This is an optimization exercise on Yosys and OpenROAD, whose aim is small area and a short achievable clock period, not a production implementation.
Function was checked by simulation only, so behaviour that the tests miss may differ from the original.
Power is estimated from default activity; no workload was simulated.

==> job 6338: inputs <==
// conv_calc_5ks
module conv_calc_5ks(
    valid_in, clk, rst,
    out_data_0, out_data_1, out_data_2, out_data_3, out_data_4, out_data_5, out_data_6, out_data_7, out_data_8, out_data_9, out_data_10, out_data_11, out_data_12, out_data_13, out_data_14, out_data_15, out_data_16, out_data_17, out_data_18, out_data_19, out_data_20, out_data_21, out_data_22, out_data_23, out_data_24,
    out_weight_0, out_weight_1, out_weight_2, out_weight_3, out_weight_4, out_weight_5, out_weight_6, out_weight_7, out_weight_8, out_weight_9, out_weight_10, out_weight_11, out_weight_12, out_weight_13, out_weight_14, out_weight_15, out_weight_16, out_weight_17, out_weight_18, out_weight_19, out_weight_20, out_weight_21, out_weight_22, out_weight_23, out_weight_24, out_weight_25, out_weight_26, out_weight_27, out_weight_28, out_weight_29, out_weight_30, out_weight_31, out_weight_32, out_weight_33, out_weight_34, out_weight_35, out_weight_36, out_weight_37, out_weight_38, out_weight_39, out_weight_40, out_weight_41, out_weight_42, out_weight_43, out_weight_44, out_weight_45, out_weight_46, out_weight_47, out_weight_48, out_weight_49, out_weight_50, out_weight_51, out_weight_52, out_weight_53, out_weight_54, out_weight_55, out_weight_56, out_weight_57, out_weight_58, out_weight_59, out_weight_60, out_weight_61, out_weight_62, out_weight_63, out_weight_64, out_weight_65, out_weight_66, out_weight_67, out_weight_68, out_weight_69, out_weight_70, out_weight_71, out_weight_72, out_weight_73, out_weight_74,
    bias_0, bias_1, bias_2,
    conv_out_1, conv_out_2, conv_out_3,
    valid_out
);
export LEC_CHECK = 0
export CAP_MARGIN = 20
export CORE_MARGIN = 2
export CORE_UTILIZATION = 40
export SLEW_MARGIN = 20
create_clock -name core_clock -period 14.0 [get_ports {clk}]
standard.sh (not shown) runs the stock make flow with config.mk's settings and CLKGATE_MAP_FILE= SYNTH_SCRIPT=/design/flow/synth_recipe.tcl, a recipe that flattens the netlist after the stock synthesis.
==> flow/flow/run.sh <==
#!/bin/bash
set -euo pipefail
MARGIN=${MARGIN:-7.0}
bash standard.sh SETUP_SLACK_MARGIN=$MARGIN finish > standard.log 2>&1
==> job 330 (differences from job 6338) <==
- CORE_UTILIZATION: 40 -> 55
- PLACE_DENSITY: unset -> 0.75
==> summary.md <==
| Metric | Value |
|---|---|
| CP max-delay cell | `clkdlybuf4s50_1` |
| Pre-CTS setup slack | `5.77 ns` |
| Initial antenna violation count | `108` |
| Fmax | `0.143 GHz` |
| Met1 usage | `50.1%` |
| Crit path cell chain | `clkdlybuf4s50_1, a21oi_1, a21oi_1, mux2i_1, xnor2_1, fa_1, inv_1, fa_1, inv_1, fa_1, fa_1, inv_1, fa_1` |
| Fraction of standard cell area in multi-input logic | `76.5%` |
| First drt pass iteration count | `6` |
| GPL Wtd Cong | `1.07` |
| Critical path startpoint | `out_data_0[0]` |
| Part of the cycle the worst path needs | `50.0%` |
| Run status | `finished clean` |
| Gate power share | `89.0%` |
[end of results for job 6338]
==> summary.md <==
| Metric | Value |
|---|---|
| Crit path cell chain | `dlygate4sd2_1, mux2_2, nand2_1, o21ai_0, mux2i_1, xnor2_1, fa_1, inv_1, fa_1, inv_1, fa_1, fa_1, inv_1, fa_1` |
| Met1 usage | `62.7%` |
| Fmax | `0.143 GHz` |
| Run status | `finished clean` |
| Pre-CTS setup slack | `5.86 ns` |
| Critical path startpoint | `out_data_3[5]` |
| Fraction of standard cell area in multi-input logic | `77.2%` |
| GPL Wtd Cong | `1.13` |
| Gate power share | `88.8%` |
| First drt pass iteration count | `8` |
| Part of the cycle the worst path needs | `50.0%` |
| CP max-delay cell | `dlygate4sd2_1` |
| Pwr dens | `270 nW/um2` |
[end of results for job 330]

* * *

==> inputs of wip/fjord <==
conv_calc_5ks, a different RTL version from the one above (not shown whole).
Design conv_calc_5ks, start of the top module:
module conv_calc_5ks(
    valid_in, clk, rst,
    out_data_0, out_data_1, out_data_2, out_data_3, out_data_4, out_data_5, out_data_6, out_data_7, out_data_8, out_data_9, out_data_10, out_data_11, out_data_12, out_data_13, out_data_14, out_data_15, out_data_16, out_data_17, out_data_18, out_data_19, out_data_20, out_data_21, out_data_22, out_data_23, out_data_24,
    out_weight_0, out_weight_1, out_weight_2, out_weight_3, out_weight_4, out_weight_5, out_weight_6, out_weight_7, out_weight_8, out_weight_9, out_weight_10, out_weight_11, out_weight_12, out_weight_13, out_weight_14, out_weight_15, out_weight_16, out_weight_17, out_weight_18, out_weight_19, out_weight_20, out_weight_21, out_weight_22, out_weight_23, out_weight_24, out_weight_25, out_weight_26, out_weight_27, out_weight_28, out_weight_29, out_weight_30, out_weight_31, out_weight_32, out_weight_33, out_weight_34, out_weight_35, out_weight_36, out_weight_37, out_weight_38, out_weight_39, out_weight_40, out_weight_41, out_weight_42, out_weight_43, out_weight_44, out_weight_45, out_weight_46, out_weight_47, out_weight_48, out_weight_49, out_weight_50, out_weight_51, out_weight_52, out_weight_53, out_weight_54, out_weight_55, out_weight_56, out_weight_57, out_weight_58, out_weight_59, out_weight_60, out_weight_61, out_weight_62, out_weight_63, out_weight_64, out_weight_65, out_weight_66, out_weight_67, out_weight_68, out_weight_69, out_weight_70, out_weight_71, out_weight_72, out_weight_73, out_weight_74,
    bias_0, bias_1, bias_2,
    conv_out_1, conv_out_2, conv_out_3,
    valid_out
);
input valid_in, clk, rst;
  ...
==> flow/config.mk <==
export PLATFORM = sky130hd
export DESIGN_NAME = conv_calc_5ks
export DESIGN_NICKNAME = conv_calc_5ks
export VERILOG_FILES = /design/flow/design.v
export SDC_FILE = /design/flow/constraint.sdc
export NUM_CORES = 4
export LEC_CHECK = 0
export CAP_MARGIN = 20
export CORE_MARGIN = 2
export CORE_UTILIZATION = 40
export SLEW_MARGIN = 20
==> flow/constraint.sdc <==
create_clock -name core_clock -period 14.0 [get_ports {clk}]
set_input_delay 2.8000 -clock core_clock [delete_from_list [all_inputs] [get_ports {clk}]]
set_output_delay 2.8000 -clock core_clock [all_outputs]
set_load 0.01 [all_outputs]
run.sh (not shown) runs the stock make flow with config.mk's settings and CLKGATE_MAP_FILE= SYNTH_SCRIPT=/design/flow/synth_recipe.tcl, a recipe that flattens the netlist after the stock synthesis.
Stock flow here: none of the scripts above is used.
==> inputs of wip/indigo, as changes to wip/fjord <==
==> flow/flow/run.sh (new file) <==
#!/bin/bash
set -euo pipefail
MARGIN=${MARGIN:-8.0}
bash standard.sh SETUP_SLACK_MARGIN=$MARGIN finish > standard.log 2>&1
==> flow/standard.sh (new file) <==
#!/bin/bash
# synth_recipe.tcl (not shown) runs the flow's synth.tcl, then flattens the netlist and writes it again
# the make line also repeats each setting of config.mk as NAME=value (left out here)
make -C /OpenROAD-flow-scripts/flow DESIGN_CONFIG=/design/flow/config.mk WORK_HOME=/design/flow/orfs CLKGATE_MAP_FILE= SYNTH_SCRIPT=/design/flow/synth_recipe.tcl "${@:-finish}"
Settings changed: TNS_END_PERCENT set to 0.
removed: flow/run.sh
==> inputs of wip/cedar, as changes to wip/fjord <==
==> flow/flow/run.sh (new file) <==
#!/bin/bash
set -euo pipefail
MARGIN=${MARGIN:-8.0}
bash standard.sh SETUP_SLACK_MARGIN=$MARGIN finish > standard.log 2>&1
==> flow/standard.sh (new file) <==
#!/bin/bash
# synth_recipe.tcl (not shown) runs the flow's synth.tcl, then flattens the netlist and writes it again
# the make line also repeats each setting of config.mk as NAME=value (left out here)
make -C /OpenROAD-flow-scripts/flow DESIGN_CONFIG=/design/flow/config.mk WORK_HOME=/design/flow/orfs CLKGATE_MAP_FILE= SYNTH_SCRIPT=/design/flow/synth_recipe.tcl "${@:-finish}"
removed: flow/run.sh
==> notes.md <==
| quantity | wip/fjord | wip/cedar | wip/indigo |
|---|---|---|---|
| Fraction of standard cell area in multi-input logic | 76.7% | 74.6% | 77.1% |
| Post-layout instance area | 0.0727 sq mm | 0.0879 sq mm | 0.0731 sq mm |
| Proportion of power drawn by flip-flops and latches | 7.2% | 6.2% | 7.2% |
| Critical path's most frequent cell | fa_1 | - | fa_1 |
| Category of the worst setup path launch point | input pin | flop | input pin |
| Status | timing/DRC/antenna clean | timing/DRC/antenna clean | timing/DRC/antenna clean |
| Internal power | 9.38 mW | 11.2 mW | 9.30 mW |
| Req. time, crit path | 14.53 ns | 11.20 ns | 14.55 ns |
| Kind of end point of the critical path | flop | output port | flop |
| Seq/total area | 5.98% | 4.96% | 5.95% |
| Crit Path Category | in2reg | reg2out | in2reg |
| Number of buffers and inverters on the critical path | 5 | 4 | 3 |
| Share of cells above drive strength 1 | 2.35% | 38.8% | 5.75% |
| Min setup slack post-route | 6.14 ns | 7.06 ns | 6.98 ns |
| Layout Cells excl Fill | 9866 | 10275 | 9870 |
| Met2 wire len | 138000 um | 144000 um | 139000 um |
| Period utilization | 56.1% | 49.6% | 50.1% |
| Sum of met3 wire segment lengths after detailed routing | 34600 um | 27600 um | 31300 um |
| Via count of the first global-routing pass | 56243 | 58276 | 55724 |
| Met1 demand-to-capacity share in global routing | 49.3% | 48.2% | 51.6% |

==> port drivers added, routing unchanged <==
The results above use ideal ports. As a check the final layouts listed here were re-extracted and re-timed, cells and wires unchanged. Step 1: set_driving_cell puts a clkbuf_16 on clk and a buf_2 on each other input, an assumption about the parent block. Step 2, shift: input delay + t, output delay - t, t = (earliest + latest rising clock arrival at the registers) / 2. This alone moves slack from input paths to output paths. Three values: ideal ports, drivers, drivers and shift; two values: the first two.
run	t (ns)	slack for setup (ns)	worst hold slack (ns)
job 6338	0.659	7.003 / 6.959 / 6.300	2.321 / 2.274 / 2.934
job 330	0.659	7.003 / 6.983 / 6.324	2.337 / 2.287 / 2.946
wip/fjord	0.749	6.140 / 6.208 / 5.459	2.282 / 2.212 / 2.961
wip/indigo	0.738	6.980 / 7.005 / 6.267	2.275 / 2.208 / 2.946
wip/cedar	0.693	7.061 / 6.975 / 7.068	2.327 / 2.266 / 2.958
After both steps setup and hold are still met in every run listed. For wip/indigo, which loses most, drivers alone change the setup slack by +0.025 ns; drivers and shift together by -0.713 ns.
